Context: an optimization exercise on an open-source flow, tuned for small area and a short achievable clock period. The choices shown serve that exercise and are no tape-out recipe.
Function was checked by simulation only, so behaviour that the tests miss may differ from the original.
No activity file was given, so power comes from the tool's default toggle rates.

==> trial 96: inputs <==
Design IntegratedSystem, start of the top module:
module IntegratedSystem (A, B, C, clk);
input clk;
input [15:0] A;
input [15:0] B;
output [30:0] C;
reg [30:0] C;
reg [15:0] r1_a;
reg [7:0] r1_one, r1_two, r1_neg;
wire [16:0] bx = {B, 1'b0};
wire [7:0] e_one, e_two, e_neg;
genvar g;
generate for (g = 0; g < 8; g = g + 1) begin : enc
  assign e_one[g] = bx[2*g+1] ^ bx[2*g];
  assign e_two[g] = (bx[2*g+2] & ~bx[2*g+1] & ~bx[2*g]) | (~bx[2*g+2] & bx[2*g+1] & bx[2*g]);
  assign e_neg[g] = bx[2*g+2];
end endgenerate
always @(posedge clk) begin
    r1_a <= A;
    r1_one <= e_one;
    r1_two <= e_two;
    r1_neg <= e_neg;
end
reg [71:0] r2;
wire pp_1;
wire pp_2;
wire pp_3;
wire pp_4;
wire pp_5;
wire pp_6;
wire pp_7;
wire pp_8;
wire pp_9;
wire pp_10;
wire pp_11;
wire pp_12;
wire pp_13;
wire pp_14;
wire pp_15;
wire pp_16;
wire pp_17;
wire pp_18;
wire pp_19;
wire pp_20;
wire pp_21;
wire pp_22;
wire pp_23;
wire pp_24;
wire pp_25;
wire pp_26;
wire pp_27;
wire pp_28;
wire pp_29;
wire pp_30;
wire pp_31;
wire pp_32;
wire pp_33;
wire pp_34;
wire pp_35;
wire pp_36;
wire pp_37;
wire pp_38;
wire pp_39;
wire pp_40;
wire pp_41;
wire pp_42;
wire pp_43;
wire pp_44;
wire pp_45;
wire pp_46;
wire pp_47;
wire pp_48;
wire pp_49;
wire pp_50;
wire pp_51;
wire pp_52;
wire pp_53;
wire pp_54;
wire pp_55;
wire pp_56;
wire pp_57;
wire pp_58;
wire pp_59;
wire pp_60;
wire pp_61;
wire pp_62;
wire pp_63;
wire pp_64;
wire pp_65;
wire pp_66;
wire pp_67;
wire pp_68;
wire pp_69;
wire pp_70;
wire pp_71;
wire pp_72;
wire pp_73;
wire pp_74;
wire pp_75;
wire pp_76;
wire pp_77;
wire pp_78;
wire pp_79;
wire pp_80;
wire pp_81;
wire pp_82;
wire pp_83;
wire pp_84;
wire pp_85;
wire pp_86;
wire pp_87;
wire pp_88;
wire pp_89;
wire pp_90;
wire pp_91;
wire pp_92;
wire pp_93;
wire pp_94;
wire pp_95;
wire pp_96;
wire pp_97;
wire pp_98;
  ...
export LEC_CHECK = 0
export CAP_MARGIN = 20
export CORE_MARGIN = 2
export CORE_UTILIZATION = 40
export CTS_BUF_LIST = sky130_fd_sc_hd__clkbuf_8
export CTS_CLUSTER_SIZE = 30
export SETUP_SLACK_MARGIN = 4.1
export SLEW_MARGIN = 20
create_clock -name core_clock -period 6.5 [get_ports {clk}]
standard.sh (not shown) runs the stock make flow with config.mk's settings and CLKGATE_MAP_FILE= SYNTH_SCRIPT=/design/flow/synth_recipe.tcl, a recipe that flattens the netlist after the stock synthesis.
==> flow/flow/run.sh <==
#!/bin/bash
export BUFFER_PORTS_ARGS="-buffer_cell sky130_fd_sc_hd__buf_2"
bash standard.sh > standard.log 2>&1
==> trial 12: changes against trial 96 <==
==> flow/flow/run.sh (replaced) <==
#!/bin/bash
set -e
export BUFFER_PORTS_ARGS="-buffer_cell sky130_fd_sc_hd__buf_1"
WH=$(grep -o 'WORK_HOME=[^ ]*' standard.sh | head -1 | cut -d= -f2)
R=$WH/results/sky130hd/IntegratedSystem/base
bash standard.sh $R/1_2_yosys.v > synth.log 2>&1
cp $R/1_2_yosys.v standard_synth.v
python3 flow/fixpol.py $R/1_2_yosys.v > fixpol.log 2>&1
bash standard.sh > standard.log 2>&1
==> flow/flow/fixpol.py (new file) <==
#!/usr/bin/env python3
"""Remove inverters around full-adder cells in a Yosys netlist.

A full adder is self-dual: FA(~a, ~b, ~c) = (~sum, ~cout).  Yosys's adder
extraction leaves many inverters between full adders; flipping the polarity
of a full adder (inverting its three inputs and both outputs) removes the
inverters on its pins when that lowers the inverter count.  Registers and
every other cell are left as they are.

usage: fixpol.py NETLIST.v   (rewrites the file in place)
"""
import re
import sys

path = sys.argv[1]
text = open(path).read()

m = re.search(r'^module\s+(\S+)\s*\((.*?)\);', text, re.S | re.M)
head_end = m.end()
endm = text.rindex('endmodule')
body = re.sub(r'\(\*.*?\*\)', '', text[head_end:endm], flags=re.S)

# split body into statements
stmts = []
for st in re.finditer(r'(\(\*.*?\*\)\s*)*([^;]*?;)', body, re.S):
    s = st.group(2).strip()
    if s:
        stmts.append(s)

decls = []
insts = {}      # name -> [type, {pin: net}, order]
order = []
other = []
inst_re = re.compile(r'^(\S+)\s+(\\\S+\s|\S+)\s*\((.*)\)\s*;$', re.S)
for s in stmts:
    if re.match(r'^(input|output|inout|wire|reg)\b', s):
        decls.append(s)
        continue
    if s.startswith('assign'):
        other.append(s)
        continue
    mm = inst_re.match(s)
    if not mm:
        other.append(s)
        continue
    typ, name, conns = mm.group(1), mm.group(2).strip(), mm.group(3)
    pins = {}
    for pm in re.finditer(r'\.(\w+)\s*\(\s*(.*?)\s*\)\s*(,|$)', conns, re.S):
        pins[pm.group(1)] = pm.group(2)
    insts[name] = [typ, pins]
    order.append(name)

OUTPINS = {'X', 'Y', 'Q', 'Q_N', 'SUM', 'COUT', 'HI', 'LO'}
PORTS = set(x.strip() for x in m.group(2).split(','))


def is_inv(n):
    return insts[n][0].startswith('sky130_fd_sc_hd__inv_')


def is_fa(n):
    return insts[n][0].startswith('sky130_fd_sc_hd__fa_')


def build():
    drv, lds = {}, {}
    for n in order:
        if n not in insts:
            continue
        for p, net in insts[n][1].items():
            if not net:
                continue
            if p in OUTPINS:
                drv[net] = (n, p)
            else:
                lds.setdefault(net, []).append((n, p))
    return drv, lds


def base(net):
    return net.split('[')[0].lstrip('\\').strip()


def is_port(net):
    return base(net) in PORTS


cnt = [0]


def new_net():
    cnt[0] += 1
    n = f'_fixpol_n{cnt[0]}_'
    decls.append(f'wire {n};')
    return n


def new_inv(a):
    cnt[0] += 1
    name = f'_fixpol_i{cnt[0]}_'
    y = new_net()
    insts[name] = ['sky130_fd_sc_hd__inv_1', {'A': a, 'Y': y}]
    order.append(name)
    return y


def delta(fa, drv, lds):
    d = 0
    typ, pins = insts[fa]
    for p in ('A', 'B', 'CIN'):
        net = pins[p]
        dv = drv.get(net)
        if dv and is_inv(dv[0]):
            if len(lds.get(net, [])) == 1 and not is_port(net):
                d -= 1
        else:
            if not any(is_inv(i) for i, _ in lds.get(net, [])):
                d += 1
    for p in ('SUM', 'COUT'):
        net = pins.get(p)
        if not net:
            continue
        L = lds.get(net, [])
        if not L:
            continue
        plain = False
        for i, q in L:
            if is_inv(i) and not is_port(insts[i][1]['Y']):
                d -= 1
            else:
                plain = True
        if plain or is_port(net):
            d += 1
    return d


def flip(fa, drv, lds):
    typ, pins = insts[fa]
    for p in ('A', 'B', 'CIN'):
        net = pins[p]
        dv = drv.get(net)
        if dv and is_inv(dv[0]):
            pins[p] = insts[dv[0]][1]['A']
            if len(lds.get(net, [])) == 1 and not is_port(net):
                del insts[dv[0]]
        else:
            invs = [i for i, _ in lds.get(net, []) if is_inv(i)]
            if invs:
                pins[p] = insts[invs[0]][1]['Y']
            else:
                pins[p] = new_inv(net)
    for p in ('SUM', 'COUT'):
        net = pins.get(p)
        if not net:
            continue
        L = lds.get(net, [])
        if not L:
            continue
        plain = []
        for i, q in L:
            if is_inv(i) and not is_port(insts[i][1]['Y']):
                y = insts[i][1]['Y']
                for j, r in lds.get(y, []):
                    insts[j][1][r] = net
                del insts[i]
            else:
                plain.append((i, q))
        if plain:
            y = new_inv(net)
            for i, q in plain:
                insts[i][1][q] = y


before = sum(1 for n in insts if is_inv(n))
flips = 0
for it in range(50):
    changed = False
    for fa in [n for n in order if n in insts and is_fa(n)]:
        if fa not in insts:
            continue
        drv, lds = build()
        if delta(fa, drv, lds) < 0:
            flip(fa, drv, lds)
            flips += 1
            changed = True
    if not changed:
        break
after = sum(1 for n in insts if is_inv(n))

out = [text[:head_end]]
for d in decls:
    out.append('  ' + d)
for n in order:
    if n not in insts:
        continue
    typ, pins = insts[n]
    conn = ',\n'.join(f'    .{p}({v}{" " if v.startswith(chr(92)) else ""})' for p, v in pins.items())
    nm = n if not n.startswith('\\') else n + ' '
    out.append(f'  {typ} {nm} (\n{conn}\n  );')
for s in other:
    out.append('  ' + s)
out.append('endmodule\n')
open(path, 'w').write('\n'.join(out))
print(f'fixpol: {flips} full adders flipped, inverters {before} -> {after}')
--- a/flow/config.mk
+++ b/flow/config.mk
@@ -12,3 +12,3 @@
 export CTS_CLUSTER_SIZE = 30
-export SETUP_SLACK_MARGIN = 4.1
+export SETUP_SLACK_MARGIN = 3.9
 export SLEW_MARGIN = 20
==> trial 81: changes against trial 96 <==
--- a/flow/config.mk
+++ b/flow/config.mk
@@ -12,3 +12,3 @@
 export CTS_CLUSTER_SIZE = 30
-export SETUP_SLACK_MARGIN = 4.1
+export SETUP_SLACK_MARGIN = 3.9
 export SLEW_MARGIN = 20
==> qor summary <==
Status: trial 81 timing/DRC/antenna clean; trial 96 timing/DRC/antenna clean; trial 12 timing/DRC/antenna clean
Post-cts gate resize count: trial 81 54; trial 96 92; trial 12 46
Combinational Power: trial 81 3.84 mW; trial 96 4.01 mW; trial 12 3.43 mW
Internal power: trial 81 3.37 mW; trial 96 3.48 mW; trial 12 3.17 mW
Minimum setup slack in the final design: trial 81 3820 ps; trial 96 3840 ps; trial 12 3920 ps
Number of placed cells counting well taps: trial 81 1165; trial 96 1164; trial 12 1101
Sequential element share of the synthesized area: trial 81 31.2%; trial 96 31.2%; trial 12 -
Relative contribution of sequential cells to total power: trial 81 24.4%; trial 96 23.7%; trial 12 26.6%
Clock transition at the registers of the reported paths: trial 81 90 ps; trial 96 90 ps; trial 12 80 ps
Share of the synthesized area in compound gates (AO/OA/AOI/OAI): trial 81 15.4%; trial 96 15.4%; trial 12 -
Required time reported for the critical path endpoint: trial 81 6870 ps; trial 96 6840 ps; trial 12 6830 ps
Worst Setup SP: trial 81 r2[32]; trial 96 r2[41]; trial 12 r2[28]
Yosys cell types: trial 81 54; trial 96 54; trial 12 -
Non-clock inverter count: trial 81 94; trial 96 94; trial 12 35

[what the ideal ports hide]
No port has a modelled driver above. Below, the same layouts with a new extraction and two added sets of constraints.
Step 1 sets driving cells, clkbuf_16 on the clock port and buf_2 on the other inputs (assumed; they add their load-dependent delay and slew).
Step 2 also shifts input and output timing later by t, the mid clock arrival at the registers, as if the neighbouring blocks saw the same clock.
a / b / c = ideal / step 1 / step 2; a / b = the first two.
| run | shift t [ns] | slack for setup (ns) | worst data-port slew with drivers (ns) |
|---|---|---|---|
| trial 96 | 0.479 | 3.835 / 3.835 / 3.835 | 0.03 |
| trial 12 | 0.475 | 3.920 / 3.920 / 3.920 | 0.03 |
| trial 81 | 0.506 | 3.821 / 3.821 / 3.821 | 0.03 |
After both steps every run listed still meets setup and hold.
